Source: an optimization exercise on an open RTL-to-GDS flow (aim: small area and a short achievable clock period). Production flows keep margins and buffers that such runs may drop. Only simulation tests tie the RTL to the original design; equivalence was not proved.

Setup of job 7970:
// fp_mac
module fp_mac (
    input  wire        clk,
    input  wire [31:0] a,
    input  wire [31:0] b,
    input  wire        en_mult,
    input  wire        en_accuml,
    input  wire        rst_accuml,
    output reg  [31:0] acc_out
);
Size: ~64 flip-flops, roughly 100 I/O pins, about 30000 um^2 of cells after synthesis.
clock: 25.0 ns
lec_check: 0
cap_margin: 20
core_margin: 2
core_utilization: 40
place_density: 0.6
setup_slack_margin: 5
slew_margin: 20
synth_hierarchical: 1
run.sh (not shown) runs the stock make flow with config.mk's settings and CLKGATE_MAP_FILE= SYNTH_SCRIPT=/design/flow/synth_recipe.tcl, a recipe that flattens the netlist after the stock synthesis.
Job 7970 went all the way through synthesis, placement and routing and the layout is clean on timing, DRC and antenna.
## Diff of input files: job 8300 against job 7970
Settings: swapping 5 for 4.5 in SETUP_SLACK_MARGIN.
Results
Any difference in hold slack between job 8300 and job 7970 is small enough to ignore.
Measured against each other, job 8300 and job 7970 differ in average detailed-routed wire length per instance, the higher figure coming from job 7970.
Job 8300 ends up with a final routed wirelength across all metal layers that is about 0.8% lower than in job 7970.
Going from job 7970 to job 8300, cell area after layout now smaller; final net count has remained practically unchanged; worst setup slack fell by 0.46 ns; summed negative setup slack over all endpoints stayed essentially flat.
Between job 8300 and job 7970, the total routing resource utilization after global routing does not differ in any meaningful way.
Input-level comparison between job 6582 and job 8300:
Settings: setting TNS_END_PERCENT to 0 for the first time; changing SETUP_SLACK_MARGIN from 4.5 to 5.
[summary]
Job 8300 → job 6582: cell count roughly the same, count of nets left with antenna violations after detail routing did not really move, wire length of the first global-routing pass comparable, routed wire length now larger, initial standard-cell utilization of the core roughly the same.
Taking job 6582 over job 8300, the starting DRC count in detailed routing ratio works out to 0.929.
For combined global-route utilization of all metal layers, job 6582 and job 8300 come out practically identical.

========
old:
Another version of the RTL of fp_mac (not shown whole).
Size in the first run: roughly 3500 cells after synthesis, roughly 64 flip-flops, about 100 I/O pins, ~29000 um^2 of cells after synthesis.
clock: 25.0 ns
lec_check: 0
cap_margin: 20
core_margin: 2
core_utilization: 40
place_density: 0.6
setup_slack_margin: 5
slew_margin: 20
synth_hierarchical: 1
The inputs of new differ from those of old as listed below.
- clearing SETUP_SLACK_MARGIN, which used to be 5
==> flow/flow/run.sh (new file) <==
#!/bin/bash
set -euo pipefail
bash standard.sh synth > synth.log 2>&1
bash standard.sh SETUP_SLACK_MARGIN=8 finish > layout.log 2>&1
==> flow/standard.sh (new file) <==
#!/bin/bash
# synth_recipe.tcl (not shown) runs the flow's synth.tcl, then flattens the netlist and writes it again
# the make line also repeats each setting of config.mk as NAME=value (left out here)
make -C /OpenROAD-flow-scripts/flow DESIGN_CONFIG=/design/flow/config.mk WORK_HOME=/design/flow/orfs CLKGATE_MAP_FILE= SYNTH_SCRIPT=/design/flow/synth_recipe.tcl "${@:-finish}"
removed: flow/run.sh
--- outcome ---
Comparing old and new, top fanout value on the critical path is higher on old. new vs old, launching instance or port of the critical path: b[8] vs b[5]. Comparing new with old, the clock slew seen by the registers of the worst setup and hold paths came out essentially unchanged. Going from old to new, maximum clock frequency now larger, global-route wire length before repair has increased, worst setup slack grew by 190 ps, number of cells on the worst reg-to-reg path went up 8. new does better than old on total via count after detailed routing.

========
Setup of try-yarrow:
Another version of the RTL of fp_mac (not shown whole).
Size: about 3600 cells after synthesis, about 0.029 mm2 of cells after synthesis.
Settings: LEC_CHECK=0, CAP_MARGIN=20, CORE_MARGIN=2, CORE_UTILIZATION=40, PLACE_DENSITY=0.6, SLEW_MARGIN=20, SYNTH_HIERARCHICAL=1; clock period 25.0 ns.
standard.sh (not shown) runs the stock make flow with config.mk's settings and CLKGATE_MAP_FILE= SYNTH_SCRIPT=/design/flow/synth_recipe.tcl, a recipe that flattens the netlist after the stock synthesis.
==> flow/flow/run.sh <==
#!/bin/bash
set -euo pipefail
bash standard.sh synth > synth.log 2>&1
bash standard.sh SETUP_SLACK_MARGIN=6.5 finish > layout.log 2>&1
try-yarrow completed; timing, DRC and antenna clean
Setup changes, try-yarrow to try-juniper
==> flow/run.sh (new file) <==
#!/bin/bash
# synth_recipe.tcl (not shown) runs the flow's synth.tcl, then flattens the netlist and writes it again
# the make line also repeats each setting of config.mk as NAME=value (left out here)
make -C /OpenROAD-flow-scripts/flow DESIGN_CONFIG=/design/flow/config.mk WORK_HOME=/design/flow/orfs CLKGATE_MAP_FILE= SYNTH_SCRIPT=/design/flow/synth_recipe.tcl finish
diff --git a/flow/config.mk b/flow/config.mk
--- a/flow/config.mk
+++ b/flow/config.mk
@@ -10,4 +10,5 @@
 export CORE_UTILIZATION = 40
 export PLACE_DENSITY = 0.6
+export SETUP_SLACK_MARGIN = 4
 export SLEW_MARGIN = 20
 export SYNTH_HIERARCHICAL = 1
removed: flow/flow/run.sh
removed: flow/standard.sh
When the final numbers for try-juniper and try-yarrow were put side by side, the synthesis-to-finish area growth turned out to be smaller in try-juniper.
Diff try-yarrow..try-juniper | starting utilization of the core area | unchanged
Across both runs, wire length was lower for try-juniper than for try-yarrow.
Compared with try-yarrow, in try-juniper global router's overall resource usage now smaller, global-route wire length before repair lower, fraction of standard cell area that is sequential went up.
Highest metal layer with signal wires = met4: try-juniper; highest metal layer with signal wires = met5: try-yarrow
The inputs of try-onyx differ from those of try-juniper as listed below.
diff --git a/flow/config.mk b/flow/config.mk
--- a/flow/config.mk
+++ b/flow/config.mk
@@ -6,9 +6,9 @@
 export NUM_CORES = 4
 export LEC_CHECK = 0
-export CAP_MARGIN = 20
+export CAP_MARGIN = 5
 export CORE_MARGIN = 2
 export CORE_UTILIZATION = 40
 export PLACE_DENSITY = 0.6
-export SETUP_SLACK_MARGIN = 4
-export SLEW_MARGIN = 20
+export SETUP_SLACK_MARGIN = 5
+export SLEW_MARGIN = 5
 export SYNTH_HIERARCHICAL = 1
## What came out
- The final core area utilization of try-onyx exceeds that of try-juniper by 0.48 points.
- The cell with the largest stage delay on the worst path comes out clkdlybuf4s50_1 in one run and fa_1 in the other, namely in try-onyx and try-juniper respectively.
- Per the comparison of try-onyx with try-juniper, layout multi-input combinational cell count neither gained nor lost much, count of non-filler cells in the finished layout picked up an extra 0.50%, met3 capacity usage during global routing lost 0.35 points.
- Summary of try-onyx over try-juniper: final instance area has increased; clock buffer and inverter area fraction after layout has remained practically unchanged; logic depth of the worst path, buffers included has decreased; area after synthesis has remained practically unchanged.
#### Input delta (try-raven over try-onyx)
diff --git a/flow/config.mk b/flow/config.mk
--- a/flow/config.mk
+++ b/flow/config.mk
@@ -6,9 +6,9 @@
 export NUM_CORES = 4
 export LEC_CHECK = 0
-export CAP_MARGIN = 5
+export CAP_MARGIN = 20
 export CORE_MARGIN = 2
 export CORE_UTILIZATION = 40
 export PLACE_DENSITY = 0.6
 export SETUP_SLACK_MARGIN = 5
-export SLEW_MARGIN = 5
+export SLEW_MARGIN = 20
 export SYNTH_HIERARCHICAL = 1
### Flow results
- try-raven completed end to end with timing, DRC and antenna clean.
- Reported for try-raven and try-onyx, fraction of cell area in non-clock buffers turned out identical to the last digit.
- Diff try-raven..try-onyx | worst setup slack | negligible
- As far as remaining global-route overflow goes, try-raven and try-onyx are indistinguishable; the numbers are identical.
- Taking try-onyx as the reference, in try-raven post-CTS setup buffer count now sits at about the same level; largest driver fanout on the critical path now sits at about the same level; flop and latch count out of synthesis now sits at about the same level.
- Comparing try-onyx against try-raven, there is no change at all in chip width.
- Setup skew after layout: try-onyx vs try-raven identical
- Between try-raven and try-onyx, the difference in maximum level of the CTS H-tree is negligible.
- try-onyx and try-raven ended up with roughly the same fraction of area in registers.

==> port drivers added, routing unchanged <==
The results above use ideal ports. As a check the final layouts listed here were re-extracted and re-timed, cells and wires unchanged. Step 1: set_driving_cell puts a clkbuf_16 on clk and a buf_2 on each other input, an assumption about the parent block. Step 2 also shifts input and output timing later by t, the mid clock arrival at the registers, as if the neighbouring blocks saw the same clock. a / b / c = ideal / step 1 / step 2; a / b = the first two.
run	t (ns)	slack for setup (ns)	hold WS [ns]
job 7970	0.372	5.599 / 5.599 / 5.227	0.646 / 0.646 / 0.646
job 8300	0.370	5.138 / 5.155 / 4.785	0.648 / 0.648 / 0.648
job 6582	0.371	5.373 / 5.389 / 5.017	0.655 / 0.655 / 0.655
old	0.400	5.281 / 5.251 / 4.851	0.648 / 0.648 / 0.648
new	0.356	5.470 / 5.409 / 5.053	0.658 / 0.658 / 0.658
try-yarrow	0.346	6.788 / 6.666 / 6.320	0.736 / 0.736 / 0.736
try-juniper	0.352	4.678 / 4.681 / 4.328	0.695 / 0.695 / 0.695
try-onyx	0.349	5.336 / 5.330 / 4.980	0.683 / 0.683 / 0.683
try-raven	0.349	5.336 / 5.330 / 4.980	0.683 / 0.683 / 0.683
After both steps every run listed still meets setup and hold. The setup slack of try-yarrow, which loses most, moves by -0.122 ns with the drivers and by -0.468 ns with both steps.
